Background: an optimization exercise with open tools, aiming at small area, a short achievable clock period and few clock cycles per item. Do not read the settings as production practice. At most, simulation tests tie the RTL to the original design; equivalence was not proved. For run 2, only the layout was checked, not whether the RTL still works. Power and IR drop assume default switching activity.

==> flow/design.v (outline; a module is shown in full before it is edited, if it fits) <==
// module ysyx_041461_CSA: 10 lines
// module ysyx_041461_PGn: 11 lines
// module ysyx_041461_PGp: 11 lines
// module ysyx_041461_HA: 9 lines
// module ysyx_041461_MUL: 1802 lines
module ysyx_041461_MUL(
    input  wire   [0:0]  clk             ,
    input  wire   [0:0]  rst             ,
    input  wire   [0:0]  MUL_valid_in    ,
    input  wire   [1:0]  MUL_signed      ,
    input  wire   [63:0] MUL_multiplicand,
    input  wire   [63:0] MUL_multiplier  ,
    output wire   [0:0]  MUL_valid_out   ,
    output wire   [63:0] MUL_result_hi   ,
    output wire   [63:0] MUL_result_lo
);
  // ...
==> flow/run.sh <==
#!/bin/bash
# synth_recipe.tcl (not shown) runs the flow's synth.tcl, then flattens the netlist and writes it again
# the make line also repeats each setting of config.mk as NAME=value (left out here)
make -C /OpenROAD-flow-scripts/flow DESIGN_CONFIG=/design/flow/config.mk WORK_HOME=/design/flow/orfs CLKGATE_MAP_FILE= SYNTH_SCRIPT=/design/flow/synth_recipe.tcl finish
==> flow/config.mk <==
export PLATFORM = sky130hd
export DESIGN_NAME = ysyx_041461_MUL
export DESIGN_NICKNAME = ysyx_041461_MUL
export VERILOG_FILES = /design/flow/design.v
export SDC_FILE = /design/flow/constraint.sdc
export NUM_CORES = 4
export LEC_CHECK = 0
export CAP_MARGIN = 20
export CELL_PAD_IN_SITES_DETAIL_PLACEMENT = 1
export CELL_PAD_IN_SITES_GLOBAL_PLACEMENT = 2
export CORE_MARGIN = 2
export CORE_UTILIZATION = 30
export CTS_CLUSTER_DIAMETER = 100
export CTS_CLUSTER_SIZE = 25
export PLACE_DENSITY = 0.75
export SETUP_SLACK_MARGIN = 5
export SLEW_MARGIN = 20
export SYNTH_HIERARCHICAL = 1
==> flow/constraint.sdc <==
create_clock -name core_clock -period 8.0 [get_ports {clk}]
set_input_delay 1.6000 -clock core_clock [delete_from_list [all_inputs] [get_ports {clk}]]
set_output_delay 1.6000 -clock core_clock [all_outputs]
set_load 0.01 [all_outputs]
==> results.sh, run 1 <==
export IMPL_cp_start_kind="flop"
export IMPL_grt_use_met2_pct=32.6
export IMPL_clkbuf_count=26
export IMPL_layout_nonclk_buf_share_pct=9.92
export IMPL_via_per_inst=5.10
export IMPL_gp_congestion=0.831
export IMPL_inv_count=24
export IMPL_slew_headroom_pct=39.9
export IMPL_outcome="complete, no violations"
export IMPL_clock_skew_ns=0.0299
export IMPL_pg_clk_mw=1.42
export IMPL_rows=102
export IMPL_crit_cells=7
export IMPL_insertedDiodeCount=1
export IMPL_cts_tree="yes"
export IMPL_period_share_pct=37.7
export IMPL_top_power_group="registers"
export IMPL_grt_setup_unrepaired="yes"
export IMPL_dieWidth_um=284
export IMPL_grt_pass1_vias=19046
export IMPL_insertion_delay_ns=0.60
export IMPL_routed_via_count=16857
export IMPL_final_hold_viol_count=0
export IMPL_numCtsBuffers=24
export IMPL_rrSetupSlack_ns=4.98
export IMPL_hp_start="Q[37]"
export IMPL_drt_initial_drc_count=1054
export IMPL_final_antenna_net_count=0
export IMPL_track_usage_pct=18.7
export IMPL_crit_path_top_delay_cell="fa_1"
export IMPL_final_common_cell="dfxtp_1"
export IMPL_clock_area_share_pct=3.08
export IMPL_drv_cap=0
export IMPL_dr_wl_met3_um=3270
export IMPL_postLayoutCellArea_um2=27800
export IMPL_cp_required_ns=8.47
export IMPL_worst_setup_path_type="flop to flop"
export IMPL_vdd_ir_drop_worst_uv=141
export IMPL_post_place_ws_ns=4.60
Testbench counts, summed over its fixed seeds: cycles 26,400, items 2,400.
==> inputs of run 2 (changes only) <==
--- a/flow/design.v
+++ b/flow/design.v
@@ -60,20 +60,19 @@
         idle <= (idle & ~MUL_valid_in) | ph[10];
         ph   <= {ph[9:1], idle & MUL_valid_in};
     end
 end
 assign MUL_valid_out = ph[10];
 wire [0:0] first;
 assign first[0] = ph[1];
 wire m01_in = ~MUL_signed[1] & MUL_signed[0];
-reg [64:0] X;
+wire [64:0] X = {MUL_signed[1] & MUL_multiplicand[63], MUL_multiplicand};
 reg        m01_r, ext_r, b0_r;
 always @(posedge clk) begin
-    X     <= {MUL_signed[1] & MUL_multiplicand[63], MUL_multiplicand};
     m01_r <= m01_in;
     b0_r  <= MUL_multiplier[0] & ~m01_in;
     ext_r <= MUL_signed[1] & MUL_signed[0] & MUL_multiplier[63];
 end
 reg [63:0] Q;
 wire [7:0] chunk;
 always @(posedge clk) begin
     Q <= {chunk, Q[63:8]};
--- a/flow/config.mk
+++ b/flow/config.mk
@@ -7,12 +7,11 @@
 export LEC_CHECK = 0
 export CAP_MARGIN = 20
 export CELL_PAD_IN_SITES_DETAIL_PLACEMENT = 1
 export CELL_PAD_IN_SITES_GLOBAL_PLACEMENT = 2
 export CORE_MARGIN = 2
 export CORE_UTILIZATION = 30
 export CTS_CLUSTER_DIAMETER = 100
 export CTS_CLUSTER_SIZE = 25
-export PLACE_DENSITY = 0.75
 export SETUP_SLACK_MARGIN = 5
 export SLEW_MARGIN = 20
 export SYNTH_HIERARCHICAL = 1
==> run 2 against run 1 <==
  * Still clean
  * Clock skew increased by 0.018 ns
  * Cell count shrank 2.5%
  * Power is 7.3% lower
  * Synthesized area is 5.4% lower
  * Global-route usage is 3.3 points higher
  * Critical endpoint is now C[66]
  * Highest routed layer unchanged
==> results.sh, run 2 <==
export IMPL_die_y_um=277
export IMPL_antenna_found_initial=2
export IMPL_routed_via_count=16779
export IMPL_postLayoutCellArea_um2=29300
export IMPL_grt_setup_unrepaired="yes"
export IMPL_crit_top_cell="fa_2"
export IMPL_final_hold_viol_count=0
export IMPL_end_kind="flop"
export IMPL_clk_path_buf_depth=3
export IMPL_core_area_um2=73300
export IMPL_start_util_pct=30.4
export IMPL_netlist_area_um2=22300
export IMPL_rrSetupSlack_ns=4.91
export IMPL_synth_area_per_cell_um2=10.8
export IMPL_dr_pass1_iters=4
export IMPL_ctsHtreeMaxLevel=1
export IMPL_cp_max_fo=3
export IMPL_setup_viol=0
export IMPL_grt_pass1_wl_um=128000
export IMPL_setup_tns_ns=0
export IMPL_drv_cap=0
export IMPL_cts_root_buf="clkbuf_16"
export IMPL_yosys_warnings=7
export IMPL_leakage_nw=11.0
export IMPL_cp_start_kind="primary input"
export IMPL_cp_required_ns=8.56
export IMPL_slew_violations=0
export IMPL_via_per_inst=5.21
export IMPL_worst_setup_path_type="primary input to flop"
export IMPL_clock_skew_ns=0.0476
export IMPL_period_share_pct=39.9
export IMPL_final_common_cell="dfxtp_1"
export IMPL_vdd_ir_drop_worst_uv=152
export IMPL_max_stage_delay_ns=0.56
export IMPL_cts_hold_buf=0
export IMPL_track_usage_pct=22.0
export IMPL_placed_area_um2=26400
export IMPL_wirelength_um=85200
export IMPL_layout_common_cells="dfxtp_1 (279), xnor2_1 (265), a22oi_2 (170)"
export IMPL_fmax_mhz=313
export IMPL_insertion_delay_ns=0.61
export IMPL_die_area_um2=76600
export IMPL_rows=99
export IMPL_hpwl_um=60500
export IMPL_path_cells="buf_8 -> and2_4 -> and3_4 -> a21o_1 -> fa_2 -> fa_2 -> fa_2"
export IMPL_drt_wirelength_per_cell_um=26.4
export IMPL_insertedDiodeCount=0
export IMPL_layout_nets=2727
export IMPL_drt_initial_drc_count=899
export IMPL_tightest_slew_ns=0.900
export IMPL_hold_class="flop to flop"
export IMPL_numCtsBuffers=24
export IMPL_drc_errors=0
export IMPL_critPathArrivalTime_ns=3.76
export IMPL_numClockSinks=304
export IMPL_top_regs="C (75), S (75), hi (66)"
export IMPL_power_density_nw_per_um2=138
export IMPL_outcome="complete, no violations"
export IMPL_slew_headroom_pct=39.9
export IMPL_min_period_ns=3.19
export IMPL_final_antenna_net_count=0
export IMPL_gp_congestion=0.794
export IMPL_path_clk_slew_ns=0.10
export IMPL_grt_pass1_vias=19236
export IMPL_crit_path_top_delay_cell="fa_2"
export IMPL_area_growth_pct=31.2
export IMPL_syn_inst=2061
export IMPL_portBuffers=261
export IMPL_cts_tree="yes"
export IMPL_dieWidth_um=277
export IMPL_ios=262
export IMPL_grt_max_degree=67
export IMPL_grt_overflow_total=0
export IMPL_drive_gt1_share_pct=36.6
run 2: power breakdown:
part	switching (mW)	total, mW	internal (mW)
clock	0.733	1.38	0.651
combinational	0.486	0.873	0.387
sequential	0.0951	1.77	1.68
run 2: worst paths after layout:
path | start | end | depth (start not counted)
min | Q[48] | Q[40] | 0
max | MUL_signed[1] | C[66] | 7
min reg2reg | Q[48] | Q[40] | 0
max reg2reg | ph[1] | C[9] | 8
max in group asynchronous | rst[0] | ph[1] | 2
min in group asynchronous | rst[0] | ph[6] | 2
run 2: area by class of cell:
cell class | count | area [µm²]
Clock buffer | 25 | 614
Clock inverter | 17 | 262
Fill cell | 7739 | 44100
Inverter | 25 | 106
Multi-Input combinational cell | 1555 | 17100
Sequential cell | 304 | 6180
Tap cell | 959 | 1200
Timing Repair Buffer | 338 | 3780
run 2: metrics by stage:
step | hold slack [ns] | power (mW) | worst slack, ns | utilization [%] | instances
final | 0.344 | 4.03 | 4.81 | 39.9 | 3223
after global routing | 0.342 | 4.23 | 4.81 | 39.9 | 3223
after CTS | 0.342 | 4.09 | 4.79 | 39.1 | 3215
after detailed placement | 0.339 | 2.72 | 3.34 | 36.0 | 3118
after global placement | 0.331 | 2.71 | 3.43 | 36.0 | 3117
after floorplan | 0.329 | 2.28 | 4.27 | - | 2065
run 2: worst max-delay path: cells and delay by family:
family,cells,cell delay (ns)
fa+ha+maj,3,1.54
simple gates,2,0.34
compound gates,1,0.19
buf+inv,1,0.10
run 2: repair_timing:
| action | 4_1_cts | 5_1_grt |
|---|---|---|
| cloned | 8 | 2 |
| endpoints found under the setup margin | 275 | 84 |
| resized for setup | 751 | 105 |
| setup buffers | 47 | 6 |
| pin swaps | 179 | 126 |
run 2: layer usage:
| layer | up-vias | share of wire, % | track usage (%) |
|---|---|---|---|
| li1 | 7492 | - | - |
| met1 | 8842 | 45 | 29.2 |
| met2 | 353 | 49 | 38.2 |
| met3 | 92 | 3.6 | 2.79 |
| met4 | 0 | 2.1 | 4.89 |
| met5 | - | 0 | 0 |
